From an optimization exercise on the open Yosys and OpenROAD flow, aimed at small area; shortcuts taken in it are not production practice. For this run, only the layout was checked, not whether the RTL still works. Power figures rest on the tool's default switching activity, not on a simulated workload.

**flow/config.mk**
```make
export PLATFORM = sky130hd
export DESIGN_NAME = aib_rx_bert
export DESIGN_NICKNAME = aib_rx_bert
export VERILOG_FILES = /design/flow/design.v
export SDC_FILE = /design/flow/constraint.sdc
export NUM_CORES = 4
export LEC_CHECK = 0
export CAP_MARGIN = 20
export CORE_MARGIN = 2
export CORE_UTILIZATION = 40
export SLEW_MARGIN = 20
```
**flow/constraint.sdc**
```tcl
create_clock -name core_clock -period 7.5 [get_ports {clk}]
set_input_delay 1.5000 -clock core_clock [delete_from_list [all_inputs] [get_ports {clk}]]
set_output_delay 1.5000 -clock core_clock [all_outputs]
set_load 0.01 [all_outputs]
```
**flow/design.v**
```verilog
module aib_bert_chk #(
parameter [0:0] BERT_BUF_MODE_EN = 1   
)
(
input            clk,                   
input            rstn,                  
input            rx_rst_pulse,          
input            rx_start_pulse,        
input            seed_in_en,            
input      [1:0] rx_sft_nb,             
input      [7:0]   rx_bert_data_in,     
input      [2:0]   rx_ptrn_sel,         
output reg [127:0] rx_bert_data_ff,     
output reg         rbert_running_ff,    
output reg [15:0]  rbert_biterr_cnt_ff  
);
localparam [1:0] NBIT1 = 2'b00;  
localparam [1:0] NBIT2 = 2'b01;  
localparam [1:0] NBIT4 = 2'b10;  
localparam [1:0] NBIT8 = 2'b11;  
localparam [2:0] PRBS7   = 3'b000;  
localparam [2:0] PRBS15  = 3'b001;  
localparam [2:0] PRBS23  = 3'b010;  
localparam [2:0] PRBS31  = 3'b011;  
localparam [2:0] PTRN127 = 3'b100;  
localparam [2:0] PTRN128 = 3'b101;  
integer i;  
reg  [127:0] lfsr_buf_ff;       
reg  [127:0] seed_data_in;      
reg  [127:0] lfsr_buf_next;     
reg  [  7:0] bit_err;           
reg  [  3:0] rxbert_inc_val;    
reg          co2_nc;            
wire [15:0] rbert_biterr_cnt_in;  
wire [15:0] rbert_biterr_nxt;     
wire        co1_cnt;              
wire [7:0] lfsr7_sft1;  
wire [7:0] lfsr7_sft2;  
wire [7:0] lfsr7_sft3;  
wire [7:0] lfsr7_sft4;  
wire [7:0] lfsr7_sft5;  
wire [7:0] lfsr7_sft6;  
wire [7:0] lfsr7_sft7;  
wire [7:0] lfsr7_sft8;  
wire [14:0] lfsr15_sft1;  
wire [14:0] lfsr15_sft2;  
wire [14:0] lfsr15_sft3;  
wire [14:0] lfsr15_sft4;  
wire [14:0] lfsr15_sft5;  
wire [14:0] lfsr15_sft6;  
wire [14:0] lfsr15_sft7;  
wire [14:0] lfsr15_sft8;  
wire [22:0] lfsr23_sft1;  
wire [22:0] lfsr23_sft2;  
wire [22:0] lfsr23_sft3;  
wire [22:0] lfsr23_sft4;  
wire [22:0] lfsr23_sft5;  
wire [22:0] lfsr23_sft6;  
wire [22:0] lfsr23_sft7;  
wire [22:0] lfsr23_sft8;  
wire [30:0] lfsr31_sft1;  
wire [30:0] lfsr31_sft2;  
wire [30:0] lfsr31_sft3;  
wire [30:0] lfsr31_sft4;  
wire [30:0] lfsr31_sft5;  
wire [30:0] lfsr31_sft6;  
wire [30:0] lfsr31_sft7;  
wire [30:0] lfsr31_sft8;  
always @(posedge clk or negedge rstn)
  begin: rbert_running_register
    if(!rstn)  
      begin
        rbert_running_ff <= 1'h0;
      end
    else if(rx_rst_pulse)
      begin
        rbert_running_ff <= 1'h0;
      end
    else if(rx_start_pulse)
      begin
        rbert_running_ff <= 1'b1;
      end
  end  
always @(*)
  begin: seed_data_in_logic
    case(rx_sft_nb[1:0])
      NBIT1:  
        begin
          seed_data_in[127:0] = {rx_bert_data_in[0],
                                 lfsr_buf_ff[127:1]};
        end
      NBIT2:  
        begin
          seed_data_in[127:0] = {rx_bert_data_in[1:0],
                                 lfsr_buf_ff[127:2]};
        end
      NBIT4:  
        begin
          seed_data_in[127:0] = {rx_bert_data_in[3:0],
                                 lfsr_buf_ff[127:4]};
        end
      NBIT8:  
        begin
          seed_data_in[127:0] = {rx_bert_data_in[7:0],
                                 lfsr_buf_ff[127:8]};
        end
    endcase
  end  
assign lfsr7_sft1[7:0] = {(lfsr_buf_ff[121] ^ lfsr_buf_ff[122]),
                           lfsr_buf_ff[127:121]};
assign lfsr7_sft2[7:0] = {(lfsr7_sft1[1] ^ lfsr7_sft1[2]),lfsr7_sft1[7:1]};
assign lfsr7_sft3[7:0] = {(lfsr7_sft2[1] ^ lfsr7_sft2[2]),lfsr7_sft2[7:1]};
assign lfsr7_sft4[7:0] = {(lfsr7_sft3[1] ^ lfsr7_sft3[2]),lfsr7_sft3[7:1]};
assign lfsr7_sft5[7:0] = {(lfsr7_sft4[1] ^ lfsr7_sft4[2]),lfsr7_sft4[7:1]};
assign lfsr7_sft6[7:0] = {(lfsr7_sft5[1] ^ lfsr7_sft5[2]),lfsr7_sft5[7:1]};
assign lfsr7_sft7[7:0] = {(lfsr7_sft6[1] ^ lfsr7_sft6[2]),lfsr7_sft6[7:1]};
assign lfsr7_sft8[7:0] = {(lfsr7_sft7[1] ^ lfsr7_sft7[2]),lfsr7_sft7[7:1]};
assign lfsr15_sft1[14:0] = {(lfsr_buf_ff[113] ^ lfsr_buf_ff[114]),
                             lfsr_buf_ff[127:114]};
assign lfsr15_sft2[14:0] = {(lfsr15_sft1[0] ^ lfsr15_sft1[1]),lfsr15_sft1[14:1]};
assign lfsr15_sft3[14:0] = {(lfsr15_sft2[0] ^ lfsr15_sft2[1]),lfsr15_sft2[14:1]};
assign lfsr15_sft4[14:0] = {(lfsr15_sft3[0] ^ lfsr15_sft3[1]),lfsr15_sft3[14:1]};
assign lfsr15_sft5[14:0] = {(lfsr15_sft4[0] ^ lfsr15_sft4[1]),lfsr15_sft4[14:1]};
assign lfsr15_sft6[14:0] = {(lfsr15_sft5[0] ^ lfsr15_sft5[1]),lfsr15_sft5[14:1]};
assign lfsr15_sft7[14:0] = {(lfsr15_sft6[0] ^ lfsr15_sft6[1]),lfsr15_sft6[14:1]};
assign lfsr15_sft8[14:0] = {(lfsr15_sft7[0] ^ lfsr15_sft7[1]),lfsr15_sft7[14:1]};
assign lfsr23_sft1[22:0] = {(lfsr_buf_ff[105] ^ lfsr_buf_ff[110]),
                             lfsr_buf_ff[127:106]};
assign lfsr23_sft2[22:0] = {(lfsr23_sft1[0] ^ lfsr23_sft1[5]),lfsr23_sft1[22:1]};
assign lfsr23_sft3[22:0] = {(lfsr23_sft2[0] ^ lfsr23_sft2[5]),lfsr23_sft2[22:1]};
assign lfsr23_sft4[22:0] = {(lfsr23_sft3[0] ^ lfsr23_sft3[5]),lfsr23_sft3[22:1]};
assign lfsr23_sft5[22:0] = {(lfsr23_sft4[0] ^ lfsr23_sft4[5]),lfsr23_sft4[22:1]};
assign lfsr23_sft6[22:0] = {(lfsr23_sft5[0] ^ lfsr23_sft5[5]),lfsr23_sft5[22:1]};
assign lfsr23_sft7[22:0] = {(lfsr23_sft6[0] ^ lfsr23_sft6[5]),lfsr23_sft6[22:1]};
assign lfsr23_sft8[22:0] = {(lfsr23_sft7[0] ^ lfsr23_sft7[5]),lfsr23_sft7[22:1]};
assign lfsr31_sft1[30:0] = {(lfsr_buf_ff[97] ^ lfsr_buf_ff[100]),
                             lfsr_buf_ff[127:98]};
assign lfsr31_sft2[30:0] = {(lfsr31_sft1[0] ^ lfsr31_sft1[3]),lfsr31_sft1[30:1]};
assign lfsr31_sft3[30:0] = {(lfsr31_sft2[0] ^ lfsr31_sft2[3]),lfsr31_sft2[30:1]};
assign lfsr31_sft4[30:0] = {(lfsr31_sft3[0] ^ lfsr31_sft3[3]),lfsr31_sft3[30:1]};
assign lfsr31_sft5[30:0] = {(lfsr31_sft4[0] ^ lfsr31_sft4[3]),lfsr31_sft4[30:1]};
assign lfsr31_sft6[30:0] = {(lfsr31_sft5[0] ^ lfsr31_sft5[3]),lfsr31_sft5[30:1]};
assign lfsr31_sft7[30:0] = {(lfsr31_sft6[0] ^ lfsr31_sft6[3]),lfsr31_sft6[30:1]};
assign lfsr31_sft8[30:0] = {(lfsr31_sft7[0] ^ lfsr31_sft7[3]),lfsr31_sft7[30:1]};
always @(*)
  begin: lfsr_buf_next_logic
    lfsr_buf_next[127:0] = lfsr_buf_ff[127:0];
    case(rx_ptrn_sel[2:0])
      PRBS7:  
        begin
          case(rx_sft_nb[1:0])
            NBIT1:  
              begin
                lfsr_buf_next[127:120] = lfsr7_sft1[7:0];
              end
            NBIT2:  
              begin
                lfsr_buf_next[127:120] = lfsr7_sft2[7:0];
              end
            NBIT4:  
              begin
                lfsr_buf_next[127:120] = lfsr7_sft4[7:0];
              end
            NBIT8:  
              begin
                lfsr_buf_next[127:120] = lfsr7_sft8[7:0];
              end
          endcase
        end
      PRBS15:  
        begin
          case(rx_sft_nb[1:0])
            NBIT1:  
              begin
                lfsr_buf_next[127:113] = lfsr15_sft1[14:0];
              end
            NBIT2:  
              begin
                lfsr_buf_next[127:113] = lfsr15_sft2[14:0];
              end
            NBIT4:  
              begin
                lfsr_buf_next[127:113] = lfsr15_sft4[14:0];
              end
            NBIT8:  
              begin
                lfsr_buf_next[127:113] = lfsr15_sft8[14:0];
              end
          endcase
        end
      PRBS23:  
        begin
          case(rx_sft_nb[1:0])
            NBIT1:  
              begin
                lfsr_buf_next[127:105] = lfsr23_sft1[22:0];
              end
            NBIT2:  
              begin
                lfsr_buf_next[127:105] = lfsr23_sft2[22:0];
              end
            NBIT4:  
              begin
                lfsr_buf_next[127:105] = lfsr23_sft4[22:0];
              end
            NBIT8:  
              begin
                lfsr_buf_next[127:105] = lfsr23_sft8[22:0];
              end
          endcase
        end 
      PRBS31:   
        begin
          case(rx_sft_nb[1:0])
            NBIT1:  
              begin
                lfsr_buf_next[127:97] = lfsr31_sft1[30:0];
              end
            NBIT2:  
              begin
                lfsr_buf_next[127:97] = lfsr31_sft2[30:0];
              end
            NBIT4:  
              begin
                lfsr_buf_next[127:97] = lfsr31_sft4[30:0];
              end
            NBIT8:  
              begin
                lfsr_buf_next[127:97] = lfsr31_sft8[30:0];
              end
          endcase
        end
      PTRN127:  
        begin
          case(rx_sft_nb[1:0])
            NBIT1:  
              begin
                lfsr_buf_next[127:1] = { lfsr_buf_ff[1],
                                         lfsr_buf_ff[127:2]  };
              end
            NBIT2:  
              begin
                lfsr_buf_next[127:1] = { lfsr_buf_ff[2:1],
                                         lfsr_buf_ff[127:3] };
              end
            NBIT4:  
              begin
                lfsr_buf_next[127:1] = { lfsr_buf_ff[4:1],
                                         lfsr_buf_ff[127:5] };
              end
            NBIT8:  
              begin
                lfsr_buf_next[127:1] = { lfsr_buf_ff[8:1],
                                         lfsr_buf_ff[127:9] };
              end
          endcase
        end
      PTRN128:  
        begin
          case(rx_sft_nb[1:0])
            NBIT1:  
              begin
                lfsr_buf_next[127:0] = { lfsr_buf_ff[0],
                                         lfsr_buf_ff[127:1]  };
              end
            NBIT2:  
              begin
                lfsr_buf_next[127:0] = { lfsr_buf_ff[1:0],
                                         lfsr_buf_ff[127:2] };
              end
            NBIT4:  
              begin
                lfsr_buf_next[127:0] = { lfsr_buf_ff[3:0],
                                         lfsr_buf_ff[127:4] };
              end
            NBIT8:  
              begin
                lfsr_buf_next[127:0] = { lfsr_buf_ff[7:0],
                                         lfsr_buf_ff[127:8] };
              end
          endcase
        end
      default:  
        begin
          lfsr_buf_next[127:0] = lfsr_buf_ff[127:0];
        end
    endcase
  end  
always @(posedge clk or negedge rstn)
  begin: lfsr_buf_register
    if(!rstn)  
      begin
        lfsr_buf_ff[127:0] <= 128'h0000_0000_0000_0000_0000_0000_0000_0000;
      end
    else if(rx_rst_pulse)
      begin
        lfsr_buf_ff[127:0] <= 128'h0000_0000_0000_0000_0000_0000_0000_0000;
      end
    else if(rbert_running_ff  | rx_start_pulse)
      begin
        lfsr_buf_ff[127:0] <= lfsr_buf_next[127:0] &
                              {31'h7fff_ffff,{97{BERT_BUF_MODE_EN}}};
      end
    else if(seed_in_en)
      begin
        lfsr_buf_ff[127:0] <= seed_data_in[127:0] &
                              {31'h7fff_ffff,{97{BERT_BUF_MODE_EN}}};
      end
  end  
always @(posedge clk or negedge rstn)
  begin: rx_bert_data_register
    if(!rstn)  
      begin
        rx_bert_data_ff[127:0] <= 128'h0000_0000_0000_0000_0000_0000_0000_0000;
      end
    else if(rx_rst_pulse)
      begin
        rx_bert_data_ff[127:0] <= 128'h0000_0000_0000_0000_0000_0000_0000_0000;
      end
    else if(rbert_running_ff  | rx_start_pulse)
      begin
        rx_bert_data_ff[127:0] <= seed_data_in[127:0];
      end
  end  
always @(*)
  begin: bit_err_logic
    bit_err[7:0]     = 8'b00;
    case(rx_sft_nb[1:0])
      NBIT1:  
        begin
          if(rbert_running_ff)
            bit_err[0] = lfsr_buf_ff[127] ^ rx_bert_data_ff[127];
        end
      NBIT2:  
        begin
          if(rbert_running_ff)
            bit_err[1:0] = lfsr_buf_ff[127:126] ^ rx_bert_data_ff[127:126];
        end
      NBIT4:  
        begin
          if(rbert_running_ff)
            bit_err[3:0] = lfsr_buf_ff[127:124] ^ rx_bert_data_ff[127:124];
        end
      NBIT8:  
        begin
          if(rbert_running_ff)
            bit_err[7:0] = lfsr_buf_ff[127:120] ^ rx_bert_data_ff[127:120];
        end
    endcase
  end  
always @(*)
  begin: rxbert_inc_val_logic
    rxbert_inc_val[3:0] = 4'h0;
    for(i=0;i<8;i=i+1)
      begin
        rxbert_inc_val[3:0] = rxbert_inc_val[3:0] + {3'h0,bit_err[i]};
      end
  end  
assign {co1_cnt,rbert_biterr_nxt[15:0]}  = rbert_biterr_cnt_ff[15:0] +
                                          {12'h0,rxbert_inc_val[3:0]};
assign rbert_biterr_cnt_in[15:0] = co1_cnt ? 16'hffff : rbert_biterr_nxt[15:0];
always @(posedge clk or negedge rstn)
  begin: rbert_biterr_cnt_register
    if(!rstn)  
      begin
        rbert_biterr_cnt_ff[15:0] <= {16{1'b0}};
      end
    else if(rx_rst_pulse)
      begin
        rbert_biterr_cnt_ff[15:0] <= {16{1'b0}};
      end
    else if(rbert_running_ff)
      begin
        rbert_biterr_cnt_ff[15:0] <= rbert_biterr_cnt_in[15:0];
      end
  end  
endmodule  
module aib_rx_bert #(
parameter [0:0] BERT_BUF_MODE_EN = 1   
)
(
input         clk,               
input         rstn,              
input [  3:0] rx_rst_pulse,      
input [  3:0] rx_start_pulse,    
input [  3:0] seed_in_en,        
input [  5:0] chk3_lane_sel_ff,  
input [  5:0] chk2_lane_sel_ff,  
input [  5:0] chk1_lane_sel_ff,  
input [  5:0] chk0_lane_sel_ff,  
input [  2:0] chk3_ptrn_sel_ff,  
input [  2:0] chk2_ptrn_sel_ff,  
input [  2:0] chk1_ptrn_sel_ff,  
input [  2:0] chk0_ptrn_sel_ff,  
input [319:0] rx_bert_data_i,    
input         sdr_mode,          
input   [1:0] r_fifo_mode,       
input         m_gen2_mode,       
output reg [ 48:0] rbert_bit_cnt_ff,  
output     [ 15:0] biterr_cnt_chk3,   
output     [ 15:0] biterr_cnt_chk2,   
output     [ 15:0] biterr_cnt_chk1,   
output     [ 15:0] biterr_cnt_chk0,   
output     [127:0] rx_bert3_data,     
output     [127:0] rx_bert2_data,     
output     [127:0] rx_bert1_data,     
output     [127:0] rx_bert0_data,     
output     [  3:0] rbert_running_ff   
);
localparam   FIFO_1X   = 2'b00;        
localparam   FIFO_2X   = 2'b01;        
localparam   FIFO_4X   = 2'b10;        
localparam [1:0] NBIT1 = 2'b00;  
localparam [1:0] NBIT2 = 2'b01;  
localparam [1:0] NBIT4 = 2'b10;  
localparam [1:0] NBIT8 = 2'b11;  
integer i;  
reg [39:0][7:0] rx_bert_lanes;    
reg [ 1:0] rx_sft_nb;             
reg [ 7:0] rx_bert_data_chk0_ff;   
reg [ 7:0] rx_bert_data_chk1_ff;   
reg [ 7:0] rx_bert_data_chk2_ff;   
reg [ 7:0] rx_bert_data_chk3_ff;   
reg [48:0] rbert_bit_cnt_in;
reg        co1_nc;
wire [7:0] rx_bert_data_chk0;    
wire [7:0] rx_bert_data_chk1;    
wire [7:0] rx_bert_data_chk2;    
wire [7:0] rx_bert_data_chk3;    
always @(*)
  begin: rx_sft_nb_logic
    case(r_fifo_mode)
      FIFO_1X:  
        begin
          if(sdr_mode)
            rx_sft_nb[1:0] = 2'b00;  
          else
            rx_sft_nb[1:0] = 2'b01;  
        end
      FIFO_2X:  
        begin
          if(sdr_mode)
            rx_sft_nb[1:0] = 2'b01;  
          else
            rx_sft_nb[1:0] = 2'b10;  
        end
      FIFO_4X:  
        begin
          if(sdr_mode)
            rx_sft_nb[1:0] = 2'b10;  
          else
            rx_sft_nb[1:0] = 2'b11;  
        end
      default:  
        begin
          if(sdr_mode)
            rx_sft_nb[1:0] = 2'b00;  
          else
            rx_sft_nb[1:0] = 2'b01;  
        end
    endcase
  end  
always @(*)
  begin: rx_bert_lanes_logic
    if(m_gen2_mode)  
      begin: rx_bert_lanes_gen2
        for(i=0;i<40;i=i+1)
          begin
            rx_bert_lanes[i] = { rx_bert_data_i[(2*i)+241],
                                 rx_bert_data_i[(2*i)+240],
                                 rx_bert_data_i[(2*i)+161],
                                 rx_bert_data_i[(2*i)+160],
                                 rx_bert_data_i[(2*i)+81],
                                 rx_bert_data_i[(2*i)+80],
                                 rx_bert_data_i[(2*i)+1],
                                 rx_bert_data_i[2*i] };
          end
      end  
    else  
      begin: rx_bert_lanes_gen1
        for(i=0;i<20;i=i+1)
          begin
            if(sdr_mode)  
              begin
                rx_bert_lanes[i] = { rx_bert_data_i[(2*i)+241],  
                                     rx_bert_data_i[(2*i)+240],  
                                     rx_bert_data_i[(2*i)+161],  
                                     rx_bert_data_i[(2*i)+160],  
                                     rx_bert_data_i[(2*i)+81],   
                                     rx_bert_data_i[(2*i)+80],   
                                     rx_bert_data_i[(2*i)+40],
                                     rx_bert_data_i[2*i] };
              end  
            else  
              begin
                rx_bert_lanes[i] = { rx_bert_data_i[(2*i)+241],  
                                     rx_bert_data_i[(2*i)+240],  
                                     rx_bert_data_i[(2*i)+161],  
                                     rx_bert_data_i[(2*i)+160],  
                                     rx_bert_data_i[(2*i)+41],
                                     rx_bert_data_i[(2*i)+40],
                                     rx_bert_data_i[(2*i)+1],
                                     rx_bert_data_i[2*i] };
              end  
          end
        for(i=20;i<40;i=i+1)
          begin
            rx_bert_lanes[i] = { rx_bert_data_i[(2*i)+241],  
                                 rx_bert_data_i[(2*i)+240],  
                                 rx_bert_data_i[(2*i)+161],  
                                 rx_bert_data_i[(2*i)+160],  
                                 rx_bert_data_i[(2*i)+81],   
                                 rx_bert_data_i[(2*i)+80],   
                                 rx_bert_data_i[(2*i)+1],    
                                 rx_bert_data_i[2*i] };      
          end
      end  
  end  
assign rx_bert_data_chk0[7:0] = (chk0_lane_sel_ff[5:0] < 6'd40)      ?
                                 rx_bert_lanes[chk0_lane_sel_ff[5:0] ] :
                                 8'h00;
assign rx_bert_data_chk1[7:0] = (chk1_lane_sel_ff[5:0] < 6'd40)      ?
                                 rx_bert_lanes[chk1_lane_sel_ff[5:0]] :
                                 8'h00;
assign rx_bert_data_chk2[7:0] = (chk2_lane_sel_ff[5:0] < 6'd40)      ?
                                 rx_bert_lanes[chk2_lane_sel_ff[5:0]] :
                                 8'h00;
assign rx_bert_data_chk3[7:0] = (chk3_lane_sel_ff[5:0] < 6'd40)      ?
                                 rx_bert_lanes[chk3_lane_sel_ff[5:0]] :
                                 8'h00;
always @(posedge clk or negedge rstn)
  begin: rx_bert_data_register
    if(!rstn)
      begin
        rx_bert_data_chk0_ff[7:0] <= 8'h0;
        rx_bert_data_chk1_ff[7:0] <= 8'h0;
        rx_bert_data_chk2_ff[7:0] <= 8'h0;
        rx_bert_data_chk3_ff[7:0] <= 8'h0;
      end
    else
      begin
        rx_bert_data_chk0_ff[7:0] <= rx_bert_data_chk0[7:0];
        rx_bert_data_chk1_ff[7:0] <= rx_bert_data_chk1[7:0];
        rx_bert_data_chk2_ff[7:0] <= rx_bert_data_chk2[7:0];
        rx_bert_data_chk3_ff[7:0] <= rx_bert_data_chk3[7:0];
      end
  end  
always @(*)
  begin: rbert_bit_cnt_in_logic
    case(rx_sft_nb[1:0])
      NBIT1:  
        begin
          {co1_nc,rbert_bit_cnt_in[48:0]} = rbert_bit_cnt_ff[48:0] + 49'd1;
        end
      NBIT2:  
        begin
          {co1_nc,rbert_bit_cnt_in[48:0]} = rbert_bit_cnt_ff[48:0] + 49'd2;
        end
      NBIT4:  
        begin
          {co1_nc,rbert_bit_cnt_in[48:0]} = rbert_bit_cnt_ff[48:0] + 49'd4;
        end
      NBIT8:  
        begin
          {co1_nc,rbert_bit_cnt_in[48:0]} = rbert_bit_cnt_ff[48:0] + 49'd8;
        end
    endcase
  end  
always @(posedge clk or negedge rstn)
  begin: rbert_bit_cnt_register
    if(!rstn)  
      begin
        rbert_bit_cnt_ff[48:0] <= {49{1'b0}};
      end
    else if(rx_rst_pulse[3:0] != 4'h0)
      begin
        rbert_bit_cnt_ff[48:0] <= {49{1'b0}};
      end
    else if(rbert_running_ff[3:0] != 4'h0)
      begin
        rbert_bit_cnt_ff[48:0] <= rbert_bit_cnt_in[48:0];
      end
  end  
aib_bert_chk #(.BERT_BUF_MODE_EN (BERT_BUF_MODE_EN))
aib_bert_chk0(
.clk             (clk),            
.rstn            (rstn),           
.rx_rst_pulse    (rx_rst_pulse[0]),   
.rx_start_pulse  (rx_start_pulse[0]), 
.seed_in_en      (seed_in_en[0]),     
.rx_sft_nb       (rx_sft_nb[1:0]), 
.rx_bert_data_in (rx_bert_data_chk0_ff[7:0]),  
.rx_ptrn_sel     (chk0_ptrn_sel_ff[2:0]),      
.rx_bert_data_ff     (rx_bert0_data[127:0]), 
.rbert_running_ff    (rbert_running_ff[0]),     
.rbert_biterr_cnt_ff (biterr_cnt_chk0[15:0])
);
aib_bert_chk #(.BERT_BUF_MODE_EN (BERT_BUF_MODE_EN))
aib_bert_chk1(
.clk             (clk),            
.rstn            (rstn),           
.rx_rst_pulse    (rx_rst_pulse[1]),   
.rx_start_pulse  (rx_start_pulse[1]), 
.seed_in_en      (seed_in_en[1]),     
.rx_sft_nb       (rx_sft_nb[1:0]), 
.rx_bert_data_in (rx_bert_data_chk1_ff[7:0]),  
.rx_ptrn_sel     (chk1_ptrn_sel_ff[2:0]),      
.rx_bert_data_ff     (rx_bert1_data[127:0]), 
.rbert_running_ff    (rbert_running_ff[1]),     
.rbert_biterr_cnt_ff (biterr_cnt_chk1[15:0])
);
aib_bert_chk #(.BERT_BUF_MODE_EN (BERT_BUF_MODE_EN))
aib_bert_chk2(
.clk             (clk),            
.rstn            (rstn),           
.rx_rst_pulse    (rx_rst_pulse[2]),   
.rx_start_pulse  (rx_start_pulse[2]), 
.seed_in_en      (seed_in_en[2]),     
.rx_sft_nb       (rx_sft_nb[1:0]), 
.rx_bert_data_in (rx_bert_data_chk2_ff[7:0]),  
.rx_ptrn_sel     (chk2_ptrn_sel_ff[2:0]),      
.rx_bert_data_ff     (rx_bert2_data[127:0]), 
.rbert_running_ff    (rbert_running_ff[2]),     
.rbert_biterr_cnt_ff (biterr_cnt_chk2[15:0])
);
aib_bert_chk #(.BERT_BUF_MODE_EN (BERT_BUF_MODE_EN))
aib_bert_chk3(
.clk             (clk),            
.rstn            (rstn),           
.rx_rst_pulse    (rx_rst_pulse[3]),   
.rx_start_pulse  (rx_start_pulse[3]), 
.seed_in_en      (seed_in_en[3]),     
.rx_sft_nb       (rx_sft_nb[1:0]), 
.rx_bert_data_in (rx_bert_data_chk3_ff[7:0]),  
.rx_ptrn_sel     (chk3_ptrn_sel_ff[2:0]),      
.rx_bert_data_ff     (rx_bert3_data[127:0]), 
.rbert_running_ff    (rbert_running_ff[3]),     
.rbert_biterr_cnt_ff (biterr_cnt_chk3[15:0])
);
endmodule  
```
**flow/run.sh**
```bash
#!/bin/bash
# synth_recipe.tcl (not shown) runs the flow's synth.tcl, then flattens the netlist and writes it again
# the make line also repeats each setting of config.mk as NAME=value (left out here)
make -C /OpenROAD-flow-scripts/flow DESIGN_CONFIG=/design/flow/config.mk WORK_HOME=/design/flow/orfs CLKGATE_MAP_FILE= SYNTH_SCRIPT=/design/flow/synth_recipe.tcl finish
```
==> flow_summary.json <==
{
  "critPathKind": "input pin to flop",
  "via_per_inst": 6.42,
  "grt.overflow.total": 0,
  "status": "timing/DRC/antenna clean",
  "grt_use_total_pct": 30.5,
  "yosys_warnings": 2,
  "place_congestion": 0.961,
  "final.min_clock_period_ns": 6.90,
  "dp_slack_ns": -0.254,
  "die_w_microns": 446,
  "fin_ws_ns": 0.603,
  "reg2reg_depth": 19,
  "drt_iter0_markers": 6999,
  "regToRegSetupSlack_ns": 1.37,
  "cts_sinks": 1173,
  "rsz0062_at_grt": "no",
  "crit_path_end_kind": "flop",
  "worst_ep_arrival_time_ns": 7.58,
  "whs_path_depth": 2,
  "drtPass1Iterations": 9,
  "clock.fmax_ghz": 0.145,
  "hold_viol_final": 0,
  "grt_pass1_wl_mm": 461,
  "postCtsSetupRepairBufs": 0,
  "skew_ns": 0.0478,
  "wl_met3_mm": 23.5,
  "root_buffer": "clkbuf_16",
  "syn_nets": 7931,
  "fin_cells": 10700,
  "num_rows": 162,
  "wl_per_cell_microns": 29.1,
  "synth_seq_area_share_pct": 37.5,
  "route.met2.wl_mm": 150,
  "synth-main-ff-cell": "dfrtp_1",
  "drc": 0,
  "clock_latency_ns": 0.80,
  "place_hpwl_mm": 227,
  "portBuffers": 1002,
  "wirelength_mm": 313,
  "core-area_sq_um": 195000,
  "routedLengthMet1_mm": 119,
  "synth_async_sr_flop_share_pct": 100,
  "final_util_pct": 48.7,
  "cts-resized-gates": 0,
  "drive_gt1_share_pct": 20.5,
  "path_clk_slew_ns": 0.06,
  "die-area_sq_um": 199000,
  "ys_types": 97,
  "start_util_pct": 40.2,
  "r2r-start": "aib_bert_chk3.lfsr_buf_ff[126]$_DFFE_PN0P_",
  "grt_max_degree": 166,
  "grt_pass1_vias": 67100,
  "crit_path_max_fanout": 9,
  "cts.path.max_buffers": 3,
  "cts-buffers-inserted": 138,
  "synth_edf_count": 0,
  "finalCritPeriodShare_pct": 92.0,
  "ant_nets": 0,
  "placed_cells": 10400,
  "maxCapViolCount": 0,
  "maxSlewViolCount": 0,
  "cellLeakagePower_nw": 38.8,
  "nets": 8472,
  "relSlewSlack_pct": 21.4,
  "h-tree-depth": 4,
  "r2r_end": "aib_bert_chk3.rbert_biterr_cnt_ff[10]$_DFFE_PN0P_",
  "syn_area_per_cell_sq_um": 10.4,
  "ir_worst_vdd_v": 0.000257,
  "hp-start": "aib_bert_chk0.rx_bert_data_ff[63]$_DFFE_PN0P_",
  "netlist_area_sq_um": 78200,
  "maxUsedRoutingLayer": "met5",
  "tritoncts": "done",
  "antenna_found_initial": 66,
  "syn_to_final_growth_pct": 21.1,
  "routed-via-count": 68900,
  "setup_viol": 0,
  "powerDensity_nw_per_um2": 231,
  "min_to": "aib_bert_chk0.rx_bert_data_ff[63]$_DFFE_PN0P_",
  "ys_ff_latch": 1173,
  "cp.required_ns": 8.18,
  "cts_hold_buffers": 0,
  "synthCells": 7503,
  "die_y_microns": 446,
  "tightest_slew_ns": 1.18,
  "critPathLaunchType": "input pin",
  "min_path_type": "flop to flop",
  "ios": 1003
}
==> cells in the final DEF (no fill, tap or decap), types with 22 or more instances in the layout <==
cell	netlist	final
a211oi_1	456	456
a21oi_1	212	211
a221oi_1	40	40
a22o_1	22	22
a22oi_1	36	36
a311oi_1	43	43
a31oi_1	73	73
and3_1	40	40
buf_4	19	195
clkbuf_1	507	35
clkbuf_16	0	144
clkbuf_8	0	26
clkdlybuf4s50_1	0	985
dfrtp_1	1173	1173
diode_2	0	44
ha_1	34	33
inv_1	84	84
mux2_2	794	794
mux2i_1	533	533
mux4_2	375	375
nand2_1	776	774
nand3_1	95	95
nand4_1	46	46
nor2_1	343	337
nor2b_1	34	33
nor3_1	105	105
o211ai_1	38	38
o21ai_0	229	226
o221ai_1	42	42
o22ai_1	487	487
o31ai_1	25	24
xnor2_1	107	107
xor2_1	88	88
==> cells in the mapped netlist (all sizes together) (214+ instances only) <==
library cell	n	area share [%]
a211oi	458	4.4
a21oi	214	1.4
buf	295	1.8
clkbuf	508	2.4
dfrtp	1173	38
mux2	794	11
mux2i	533	6.8
mux4	375	11
nand2	777	3.7
nor2	346	1.7
o21ai	234	1.5
o22ai	487	3.9
==> per-layer routing <==
| layer | track usage, % | vias to the layer above |
|---|---|---|
| li1 | - | 29800 |
| met3 | 5.19 | 679 |
| met5 | 0 | - |
| met4 | 18.0 | 12 |
| met2 | 49.8 | 3544 |
| met1 | 38.1 | 34900 |
==> cell families (layout without fill, tap and decap cells) <==
logic type               Yosys count  in the layout  share of synthesized area, %
AO/OA/AOI/OAI                   1889           1889                          16.4
multiplexers                    1702           1702                          29.1
AND/OR/NAND/NOR                 1600           1600                          9.10
flip-flops                      1173           1173                          37.5
buffers and inverters            889           1534                          4.70
XOR/XNOR                         195            195                          2.18
adder cells (fa/ha/maj)           55             55                          1.07
other                              0             44                             0
==> state kept, by name (all words and copies together), names as in the netlist, 49 cells and up <==
register / flops
aib_bert_chk0.lfsr_buf_ff: 128
aib_bert_chk0.rx_bert_data_ff: 128
aib_bert_chk1.lfsr_buf_ff: 128
aib_bert_chk1.rx_bert_data_ff: 128
aib_bert_chk2.lfsr_buf_ff: 128
aib_bert_chk2.rx_bert_data_ff: 128
aib_bert_chk3.lfsr_buf_ff: 128
aib_bert_chk3.rx_bert_data_ff: 128
rbert_bit_cnt_ff: 49
==> how the worst max path moves through the flow <==
stage,start,endpoint,slack [ns]
after global routing,r_fifo_mode[1],aib_bert_chk3.rbert_biterr_cnt_ff[3]$_DFFE_PN0P_,0.23
after global placement,r_fifo_mode[0],aib_bert_chk2.rbert_biterr_cnt_ff[8]$_DFFE_PN0P_,-0.13
final,r_fifo_mode[0],aib_bert_chk3.rbert_biterr_cnt_ff[10]$_DFFE_PN0P_,0.60
after CTS,r_fifo_mode[1],aib_bert_chk3.rbert_biterr_cnt_ff[10]$_DFFE_PN0P_,0.62
after detailed placement,r_fifo_mode[1],aib_bert_chk3.rbert_biterr_cnt_ff[3]$_DFFE_PN0P_,-0.25
after floorplan,r_fifo_mode[0],aib_bert_chk2.rbert_biterr_cnt_ff[9]$_DFFE_PN0P_,0.003
==> worst max-delay path, cell delays in order <==
cell	delay (ns)
clkdlybuf4s50_1	0.50
inv_1	0.06
ha_2	0.35
buf_4	0.19
nor2b_1	0.27
o21ai_4	0.16
o22ai_1	0.13
a211oi_1	0.07
a211oi_1	0.27
ha_1	0.19
inv_1	0.06
fa_1	0.54
inv_1	0.06
fa_1	0.50
fa_1	0.44
inv_1	0.08
fa_1	0.45
fa_1	0.44
nor2b_1	0.12
o21ai_0	0.10
a21boi_0	0.28
nand3_1	0.27
buf_4	0.23
a311oi_1	0.30
==> where the power goes <==
group	total (W)	switching, W	internal, W
clock network	0.00700	0.00289	0.00411
logic	0.00637	0.00333	0.00304
registers	0.00848	0.00125	0.00723
==> per-stage QoR <==
step	hold slack [ns]	instance area, sq um	power [W]	setup TNS (ns)
after detailed placement	0.457	89900	0.0149	-4.72
final	0.464	94700	0.0219	0
after floorplan	0.507	78200	0.0119	0
after global routing	0.490	94700	0.0228	0
after CTS	0.470	94500	0.0219	0
after global placement	0.450	89900	0.0148	-2.73
==> layout make-up <==
cell class / instances / area, sq um
fill: 17800 / 99900
multi-input combinational: 5441 / 45400
timing repair buffer: 1204 / 11700
clock buffer: 205 / 4090
inverter: 86 / 323
antenna: 44 / 110
tap: 2542 / 3180
clock inverter: 39 / 573
sequential: 1173 / 29400

==> separate check: timing with driven ports <==
How much do the figures lean on ideal ports? The routed layout below was timed once more, with nothing changed but the port constraints.
Step 1 sets driving cells, clkbuf_16 on the clock port and buf_2 on the other inputs (assumed; they add their load-dependent delay and slew).
Step 2, shift: input delay + t, output delay - t, t = (earliest + latest rising clock arrival at the registers) / 2. This alone moves slack from input paths to output paths.
Three values: ideal, step 1, step 2; two values: the first two.
t (ns): 0.869
setup WS [ns]: 0.603 / 0.600 / -0.269
clock arrival spread, ns: 0.062 / 0.062
worst data-port slew with drivers (ns): 0.21
cell pins on the clock port's net: 1
With both steps, setup timing fails in this run, where it was met with ideal ports. For this run, drivers alone change the setup slack by -0.003 ns; drivers and shift together by -0.872 ns.
